This is an optimization exercise on Yosys and OpenROAD, whose aim is a short achievable clock period and few clock cycles, not a production implementation.
RTL that was checked went through simulation tests only; none was proved equivalent to the original.
Power figures rest on the tool's default switching activity, not on a simulated workload.

Setup of the reference run:
==> module CPU, before the edit <==
module CPU(
input Clock,
input Reset,
output [23:0] imem_addr,
input [23:0] imem_data,
output [23:0] dmem_addr,
output [23:0] dmem_wdata,
output dmem_we,
input [23:0] dmem_rdata,
output halted
);
reg [23:0] pc;
reg        halted_r;
reg [23:0] d_ir;
reg [23:0] d_pc3;
reg        d_valid;
reg        d_pred;
reg        e_wen;         
reg [3:0]  e_dst;
reg        e_ld;
reg        e_add;         
reg        e_mul;
reg [8:0]  e_sel;         
reg [23:0] e_a;
reg [23:0] e_b;
reg [23:0] m_a;           
reg [23:0] m_b;
reg [23:0] e_addr;
reg [23:0] e_sd;
reg        e_we;
reg        w_wen;
reg [3:0]  w_dst;
reg [23:0] w_val;
reg [47:0] p_s;
reg [47:0] p_c;
reg [23:0] rf [1:15];
function eqsum(input [23:0] a, input [23:0] b, input [23:0] k);
    reg [23:0] c;
    begin
        c = (a & b) | ((a | b) & ~k);
        eqsum = ((a ^ b ^ k) == {c[22:0], 1'b0});
    end
endfunction
assign imem_addr = pc;
wire [23:0] pc3 = pc + 24'd3;
wire [16:0] pc3_hi_p = pc3[23:7] + 17'd1;
wire [16:0] pc3_hi_m = pc3[23:7] - 17'd1;
wire f_beq;
wire [23:0] pc_next;
wire [23:0] pc_alt;
wire f_ok;
FetchNext fn0(.pc3(pc3), .pc3_hi_p(pc3_hi_p), .pc3_hi_m(pc3_hi_m),
              .word(imem_data), .ok(f_ok), .alt(pc_alt),
              .beq(f_beq), .next(pc_next));
wire [3:0] op = d_ir[23:20];
wire [3:0] rs = d_ir[19:16];
wire [3:0] rt = d_ir[15:12];
wire [3:0] rd = d_ir[11:8];
wire [3:0] fn = d_ir[3:0];
wire [23:0] imm = {{12{d_ir[11]}}, d_ir[11:0]};
wire imm_nz = |d_ir[11:0];
wire is_addi = (op == 4'b0001);
wire is_ld   = (op == 4'b0010);
wire is_st   = (op == 4'b0011);
wire is_beq  = (op == 4'b0100);
wire is_r    = (op == 4'b0110);
wire is_halt = (op == 4'b1111);
wire r_and = is_r & (fn == 4'b0000);
wire r_or  = is_r & (fn == 4'b0001);
wire r_add = is_r & (fn == 4'b0010);
wire r_sub = is_r & (fn == 4'b0011);
wire r_slt = is_r & (fn == 4'b0100);
wire r_mul = is_r & (fn == 4'b0101);
wire r_xor = is_r & (fn == 4'b0110);
wire r_sll = is_r & (fn == 4'b0111);
wire r_lo  = is_r & (fn == 4'b1000);
wire r_hi  = is_r & (fn == 4'b1001);
wire r_wr  = r_and | r_or | r_add | r_sub | r_slt | r_xor | r_sll | r_lo | r_hi;
wire [3:0] dst = is_r ? rd : rt;
wire wr = (is_addi | is_ld | r_wr) & (dst != 4'd0);
wire same = (rs == rt);
wire [23:0] rf_rs = (rs == 4'd0) ? 24'd0 : rf[rs];
wire [23:0] rf_rt = (rt == 4'd0) ? 24'd0 : rf[rt];
wire w_rs = w_wen & (w_dst == rs);
wire w_rt = w_wen & (w_dst == rt);
wire [23:0] a_ne = w_rs ? w_val : rf_rs;
wire [23:0] b_ne = w_rt ? w_val : rf_rt;
wire e_rs = e_wen & (e_dst == rs);
wire e_rt = e_wen & (e_dst == rt);
wire [23:0] e_res;
wire [23:0] e_fwd = e_ld ? dmem_rdata : e_res;
wire [23:0] a_full = e_rs ? e_fwd : a_ne;
wire [23:0] b_full = e_rt ? e_fwd : b_ne;
wire stall = d_valid & (((is_beq & ~same) & (e_rs | e_rt) & ~e_add) |
                        ((is_ld | is_st) & e_rs));
wire eq = e_rs ? eqsum(e_a, e_b, b_ne) :
          e_rt ? eqsum(e_a, e_b, a_ne) :
                 (a_ne == b_ne);
wire taken = is_beq & (same | eq);
wire [23:0] target = d_pc3 + imm;
wire go = d_valid & ~stall;
wire redirect = go & taken & imm_nz & ~d_pred;
wire halting = go & is_halt;
wire hold = stall | halting | halted_r;
assign f_ok = ~hold & ~redirect;
assign pc_alt = hold ? pc : (redirect ? target : pc3);
wire [23:0] sum  = e_a + e_b;
wire [23:0] diff = e_a - e_b;
wire [4:0]  sh   = e_b[4:0] + 5'd7;
wire [23:0] tsh  = e_b - 24'd17;    
wire [23:0] shl  = (sh < 5'd24) ? (e_a << sh) : 24'd0;
wire [23:0] sll  = tsh[23] ? shl : {e_a[0], 23'd0};
wire [47:0] prod = p_s + p_c;
assign e_res = ({24{e_sel[0]}} & (e_a & e_b)) |
               ({24{e_sel[1]}} & (e_a | e_b)) |
               ({24{e_sel[2]}} & sum) |
               ({24{e_sel[3]}} & diff) |
               ({24{e_sel[4]}} & {23'd0, diff[23]}) |
               ({24{e_sel[5]}} & (e_a ^ e_b)) |
               ({24{e_sel[6]}} & sll) |
               ({24{e_sel[7]}} & prod[23:0]) |
               ({24{e_sel[8]}} & prod[47:24]);
wire [47:0] m_s, m_c;
MulCSA24 mul0(.a(m_a), .b(m_b), .s(m_s), .c(m_c));
assign dmem_addr  = e_addr;
assign dmem_wdata = e_sd;
assign dmem_we    = e_we;
assign halted     = halted_r;
always @(posedge Clock) begin
    if (Reset) begin
        pc       <= 24'd10;
        halted_r <= 1'b0;
        d_valid  <= 1'b0;
        e_wen    <= 1'b0;
        e_ld     <= 1'b0;
        e_mul    <= 1'b0;
        e_we     <= 1'b0;
        w_wen    <= 1'b0;
    end else begin
        pc <= pc_next;
        if (halting | halted_r) begin
            halted_r <= 1'b1;
            d_valid  <= 1'b0;
        end else if (!stall) begin
            d_valid <= ~redirect;
        end
        e_wen <= go & wr;
        e_ld  <= go & is_ld;
        e_mul <= go & r_mul;
        e_we  <= go & is_st;
        w_wen <= e_wen;
    end
end
always @(posedge Clock) begin
    if (!stall) begin
        d_ir   <= imem_data;
        d_pc3  <= pc3;
        d_pred <= f_beq;
    end
    e_dst  <= dst;
    e_add  <= r_add | is_addi;
    e_sel  <= {r_hi, r_lo, r_sll, r_xor, r_slt, r_sub, r_add | is_addi, r_or, r_and};
    e_a    <= a_full;
    e_b    <= is_addi ? imm : b_full;
    e_sd   <= b_full;
    e_addr <= a_ne + imm;
    if (go & r_mul) begin
        m_a <= a_full;
        m_b <= b_full;
    end
    w_dst  <= e_dst;
    w_val  <= e_fwd;
    if (e_mul) begin
        p_s <= m_s;
        p_c <= m_c;
    end
    if (w_wen)
        rf[w_dst] <= w_val;
end
endmodule
==> module FetchNext, before the edit <==
module FetchNext(
input  [23:0] pc3,
input  [16:0] pc3_hi_p,
input  [16:0] pc3_hi_m,
input  [23:0] word,
input         ok,
input  [23:0] alt,
output        beq,
output [23:0] next
);
wire short = (word[11:6] == 6'b000000) | (word[11:6] == 6'b111111);
assign beq = (word[23:20] == 4'b0100) & (word[19:16] == word[15:12]) & short;
wire [7:0]  lo = {1'b0, pc3[6:0]} + {1'b0, word[6:0]};
wire [16:0] hi = word[6] ? (lo[7] ? pc3[23:7] : pc3_hi_m)
                         : (lo[7] ? pc3_hi_p : pc3[23:7]);
assign next = (beq & ok) ? {hi, lo[6:0]} : alt;
endmodule
Settings: LEC_CHECK=0, CAP_MARGIN=20, CORE_MARGIN=2, CORE_UTILIZATION=40, SLEW_MARGIN=20, SYNTH_HIERARCHICAL=1; clock period 26.0 ns.
standard.sh (not shown) runs the stock make flow with config.mk's settings and CLKGATE_MAP_FILE= SYNTH_SCRIPT=/design/flow/synth_recipe.tcl, a recipe that flattens the netlist after the stock synthesis.
==> flow/flow/run.sh <==
#!/bin/bash
# The standard layout (standard.sh), with ORFS's repair_timing asked to
# keep 20 ns of setup slack at the design's 26 ns clock.
set -o pipefail
bash standard.sh SETUP_SLACK_MARGIN=20 finish > standard.log 2>&1
The reference run | stages: all done | timing, DRC, antenna: all pass
What the trial run does differently from the reference run at the input level:
diff --git a/flow/design.v b/flow/design.v
--- a/flow/design.v
+++ b/flow/design.v
@@ -1171,10 +1171,13 @@
 wire f_beq;
 wire [23:0] pc_next;
 wire [23:0] pc_alt;
 wire f_ok;
+wire       z_next;        
+wire [3:0] z_reg;
 FetchNext fn0(.pc3(pc3), .pc3_hi_p(pc3_hi_p), .pc3_hi_m(pc3_hi_m),
               .word(imem_data), .ok(f_ok), .alt(pc_alt),
+              .zd(z_next), .zreg(z_reg),
               .beq(f_beq), .next(pc_next));
 wire [3:0] op = d_ir[23:20];
 wire [3:0] rs = d_ir[19:16];
 wire [3:0] rt = d_ir[15:12];
@@ -1221,13 +1224,16 @@
                  (a_ne == b_ne);
 wire taken = is_beq & (same | eq);
 wire [23:0] target = d_pc3 + imm;
 wire go = d_valid & ~stall;
-wire redirect = go & taken & imm_nz & ~d_pred;
+wire redirect = go & is_beq & (d_pred ? ~taken : (taken & imm_nz));
+wire [23:0] fix = d_pred ? d_pc3 : target;
+assign z_next = go & is_addi & wr & ~e_rs & eqsum(a_ne, imm, 24'd0);
+assign z_reg = dst;
 wire halting = go & is_halt;
 wire hold = stall | halting | halted_r;
 assign f_ok = ~hold & ~redirect;
-assign pc_alt = hold ? pc : (redirect ? target : pc3);
+assign pc_alt = hold ? pc : (redirect ? fix : pc3);
 wire [23:0] sum  = e_a + e_b;
 wire [23:0] diff = e_a - e_b;
 wire [4:0]  sh   = e_b[4:0] + 5'd7;
 wire [23:0] tsh  = e_b - 24'd17;    
@@ -1307,13 +1313,17 @@
 input  [16:0] pc3_hi_m,
 input  [23:0] word,
 input         ok,
 input  [23:0] alt,
+input         zd,
+input  [3:0]  zreg,
 output        beq,
 output [23:0] next
 );
 wire short = (word[11:6] == 6'b000000) | (word[11:6] == 6'b111111);
-assign beq = (word[23:20] == 4'b0100) & (word[19:16] == word[15:12]) & short;
+wire z = zd & (((word[19:16] == zreg) & (word[15:12] == 4'd0)) |
+               ((word[15:12] == zreg) & (word[19:16] == 4'd0)));
+assign beq = (word[23:20] == 4'b0100) & ((word[19:16] == word[15:12]) | z) & short;
 wire [7:0]  lo = {1'b0, pc3[6:0]} + {1'b0, word[6:0]};
 wire [16:0] hi = word[6] ? (lo[7] ? pc3[23:7] : pc3_hi_m)
                          : (lo[7] ? pc3_hi_p : pc3[23:7]);
 assign next = (beq & ok) ? {hi, lo[6:0]} : alt;
## What came out
What the reference run reported for well-tap cell count has to be multiplied by 1.05 to get the figure for the trial run. The lower number of ordinary inverters in the final layout of the reference run and the trial run is in the reference run. In terms of routed length on met1, the trial run and the reference run differ only marginally. Going from the reference run to the trial run, the filler cell count in the final layout was found to have gone up by 366. In terms of post-synthesis mux area share, the trial run and the reference run differ only marginally. Die area came out higher on the trial run than on the reference run. STATUS first-pass GRT wire length: the trial run loses against the reference run. As far as cell depth of the worst hold path goes, the reference run and the trial run are indistinguishable; the numbers are identical. Clock power share delta for the trial run relative to the reference run: 0.2 points lower. Looking at worst path arrival time across the reference run and the trial run, the one that comes out lower is the trial run.
Testbench counts of the trial run, summed over its fixed seeds: cycles 26,342.
For the reference run, only the layout was checked, not whether the RTL still works.


main:
CPU, a different RTL version from the one above (not shown whole).
Size in the first run: roughly 730 flip-flops, ~120 I/O pins, roughly 61000 um2 of cells after synthesis.
## CPU
module CPU(
input Clock,
input Reset,
output [23:0] imem_addr,
input [23:0] imem_data,
output [23:0] dmem_addr,
output [23:0] dmem_wdata,
output dmem_we,
input [23:0] dmem_rdata,
output halted
);
export LEC_CHECK = 0
export CAP_MARGIN = 20
export CORE_MARGIN = 2
export CORE_UTILIZATION = 60
export SLEW_MARGIN = 20
export SYNTH_HIERARCHICAL = 1
create_clock -name core_clock -period 26.0 [get_ports {Clock}]
==> flow/flow/run.sh <==
#!/bin/bash
# The standard layout (standard.sh), with ORFS's repair_timing asked to
# keep 21 ns of setup slack at the design's 26 ns clock, and the flops that
# drive output ports placed beside their port buffers (flow/pin_flops.tcl,
# run before detailed placement).
set -o pipefail
bash standard.sh SETUP_SLACK_MARGIN=21 PRE_DETAIL_PLACE_TCL=$PWD/flow/pin_flops.tcl finish > standard.log 2>&1
==> flow/flow/pin_flops.tcl <==
# Before detailed placement: put each flip-flop that drives an output port's
# buffer right beside that buffer, so the flop-to-pin wire is short. The
# detailed placer then legalizes them.
set block [ord::get_db_block]
set moved 0
foreach bterm [$block getBTerms] {
  if { [$bterm getIoType] != "OUTPUT" } { continue }
  set net [$bterm getNet]
  if { $net == "NULL" } { continue }
  set buf ""
  foreach it [$net getITerms] {
    if { [$it getIoType] == "OUTPUT" } { set buf [$it getInst] }
  }
  if { $buf == "" } { continue }
  set innet ""
  foreach it [$buf getITerms] {
    if { [$it getIoType] == "INPUT" && [[$it getMTerm] getSigType] == "SIGNAL" } { set innet [$it getNet] }
  }
  if { $innet == "" || $innet == "NULL" } { continue }
  set drv ""
  foreach it [$innet getITerms] {
    if { [$it getIoType] == "OUTPUT" } { set drv [$it getInst] }
  }
  if { $drv == "" } { continue }
  if { ![[$drv getMaster] isSequential] } { continue }
  set loc [$buf getLocation]
  $drv setLocation [lindex $loc 0] [lindex $loc 1]
  $drv setPlacementStatus PLACED
  incr moved
}
puts "pin_flops: moved $moved flip-flops next to their output buffers"
Testbench counts of main, summed over its fixed seeds: cycles 26,342.
The following lists how the feature branch was set up differently from main:
diff --git a/flow/design.v b/flow/design.v
--- a/flow/design.v
+++ b/flow/design.v
@@ -1169,19 +1169,19 @@
 wire [16:0] pc3_hi_p = pc3[23:7] + 17'd1;
 wire [16:0] pc3_hi_m = pc3[23:7] - 17'd1;
 wire f_beq;
 wire [23:0] pc_next;
 wire [23:0] pc_alt;
 wire f_ok;
 wire       z_next;        
 wire [3:0] z_reg;
 FetchNext fn0(.pc3(pc3), .pc3_hi_p(pc3_hi_p), .pc3_hi_m(pc3_hi_m),
-              .word(imem_data), .ok(f_ok), .rst(Reset), .alt(pc_alt),
+              .word(imem_data), .ok(f_ok), .alt(pc_alt),
               .zd(z_next), .zreg(z_reg),
               .beq(f_beq), .next(pc_next));
 wire [3:0] op = d_ir[23:20];
 wire [3:0] rs = d_ir[19:16];
 wire [3:0] rt = d_ir[15:12];
 wire [3:0] rd = d_ir[11:8];
 wire [3:0] fn = d_ir[3:0];
 wire [23:0] imm = {{12{d_ir[11]}}, d_ir[11:0]};
 wire imm_nz = |d_ir[11:0];
@@ -1225,21 +1225,20 @@
 wire taken = is_beq & (same | eq);
 wire [23:0] target = d_pc3 + imm;
 wire go = d_valid & ~stall;
 wire redirect = go & is_beq & (d_pred ? ~taken : (taken & imm_nz));
 wire [23:0] fix = d_pred ? d_pc3 : target;
 assign z_next = go & is_addi & wr & ~e_rs & eqsum(a_ne, imm, 24'd0);
 assign z_reg = dst;
 wire halting = go & is_halt;
 wire hold = stall | halting | halted_r;
-assign f_ok = ~hold & ~redirect;
-wire [23:0] pc_alt_nr = hold ? pc : (redirect ? fix : pc3);
-Mux24 mr(.s(Reset), .a(pc_alt_nr), .b(24'd10), .y(pc_alt));
+assign f_ok = ~Reset & ~hold & ~redirect;
+assign pc_alt = Reset ? 24'd10 : hold ? pc : (redirect ? fix : pc3);
 wire [23:0] sum  = e_a + e_b;
 wire [23:0] diff = e_a - e_b;
 wire [4:0]  sh   = e_b[4:0] + 5'd7;
 wire [23:0] tsh  = e_b - 24'd17;    
 wire [23:0] shl  = (sh < 5'd24) ? (e_a << sh) : 24'd0;
 wire [23:0] sll  = tsh[23] ? shl : {e_a[0], 23'd0};
 wire [47:0] prod = p_s + p_c;
 assign e_res = ({24{e_sel[0]}} & (e_a & e_b)) |
                ({24{e_sel[1]}} & (e_a | e_b)) |
@@ -1307,65 +1306,24 @@
         rf[w_dst] <= w_val;
 end
 endmodule
 module FetchNext(
 input  [23:0] pc3,
 input  [16:0] pc3_hi_p,
 input  [16:0] pc3_hi_m,
 input  [23:0] word,
 input         ok,
-input         rst,
 input  [23:0] alt,
 input         zd,
 input  [3:0]  zreg,
 output        beq,
 output [23:0] next
 );
-wire sel, c7;
-wire [6:0] lo;
-FetchSel fs(.word(word), .ok(ok), .rst(rst), .zd(zd), .zreg(zreg), .beq(beq), .sel(sel));
-FetchAdd fa(.a(pc3[6:0]), .b(word[6:0]), .s(lo), .c(c7));
-wire [16:0] hi_c1 = word[6] ? pc3[23:7] : pc3_hi_p;    
-wire [16:0] hi_c0 = word[6] ? pc3_hi_m : pc3[23:7];    
-wire [16:0] hi;
-Mux17 mh(.s(c7), .a(hi_c0), .b(hi_c1), .y(hi));
-Mux24 mn(.s(sel), .a(alt), .b({hi, lo}), .y(next));
-endmodule
-module FetchSel(
-input  [23:0] word,
-input         ok,
-input         rst,
-input         zd,
-input  [3:0]  zreg,
-output        beq,
-output        sel
-);
 wire short = (word[11:6] == 6'b000000) | (word[11:6] == 6'b111111);
 wire z = zd & (((word[19:16] == zreg) & (word[15:12] == 4'd0)) |
                ((word[15:12] == zreg) & (word[19:16] == 4'd0)));
 assign beq = (word[23:20] == 4'b0100) & ((word[19:16] == word[15:12]) | z) & short;
-assign sel = beq & ok & ~rst;
-endmodule
-module FetchAdd(
-input  [6:0] a,
-input  [6:0] b,
-output [6:0] s,
-output       c
-);
-assign {c, s} = {1'b0, a} + {1'b0, b};
-endmodule
-module Mux17(
-input         s,
-input  [16:0] a,
-input  [16:0] b,
-output [16:0] y
-);
-assign y = s ? b : a;
-endmodule
-module Mux24(
-input         s,
-input  [23:0] a,
-input  [23:0] b,
-output [23:0] y
-);
-assign y = s ? b : a;
+wire [7:0]  lo = {1'b0, pc3[6:0]} + {1'b0, word[6:0]};
+wire [16:0] hi = word[6] ? (lo[7] ? pc3[23:7] : pc3_hi_m)
+                         : (lo[7] ? pc3_hi_p : pc3[23:7]);
+assign next = (beq & ok) ? {hi, lo[6:0]} : alt;
 endmodule
main → the feature branch: count of cell instances traversed by the critical path now smaller, initial antenna violation count now smaller.
Per the comparison of the feature branch with main, global-route usage moved up; share of synthesized area spent on multiplexers moved down; post-route met1 wirelength moved up; number of non-clock buffers in the layout moved up.
The feature branch vs main, number of antenna diodes went down by 1.
| final worst slack | the feature branch vs main | 220 ps higher |
Only the layout flow was run in the feature branch; the RTL was not checked for function there.

[what the ideal ports hide]
The results above use ideal ports. As a check the final layouts listed here were re-extracted and re-timed, cells and wires unchanged.
Step 1 assumes that a clkbuf_16 drives the clock port and a buf_2 every other input.
Step 2, shift: input delay + t, output delay - t, t = (earliest + latest rising clock arrival at the registers) / 2. This alone moves slack from input paths to output paths.
Three values: ideal ports, drivers, drivers and shift; two values: the first two.
run | t (ns) | setup WS [ns] | worst hold slack (ns) | worst data-port slew with drivers (ns)
the reference run | 0.757 | 19.563 / 19.485 / 18.774 | 0.397 / 0.397 / 0.397 | 0.19
the trial run | 0.773 | 19.571 / 19.491 / 18.888 | 0.394 / 0.394 / 0.394 | 0.10
main | 0.738 | 19.349 / 19.384 / 18.645 | 0.384 / 0.384 / 0.384 | 0.15
the feature branch | 0.750 | 19.566 / 19.568 / 18.849 | 0.374 / 0.374 / 0.374 | 0.35
After both steps setup and hold are still met in every run listed. The setup slack of the reference run, which loses most, moves by -0.078 ns with the drivers and by -0.789 ns with both steps.
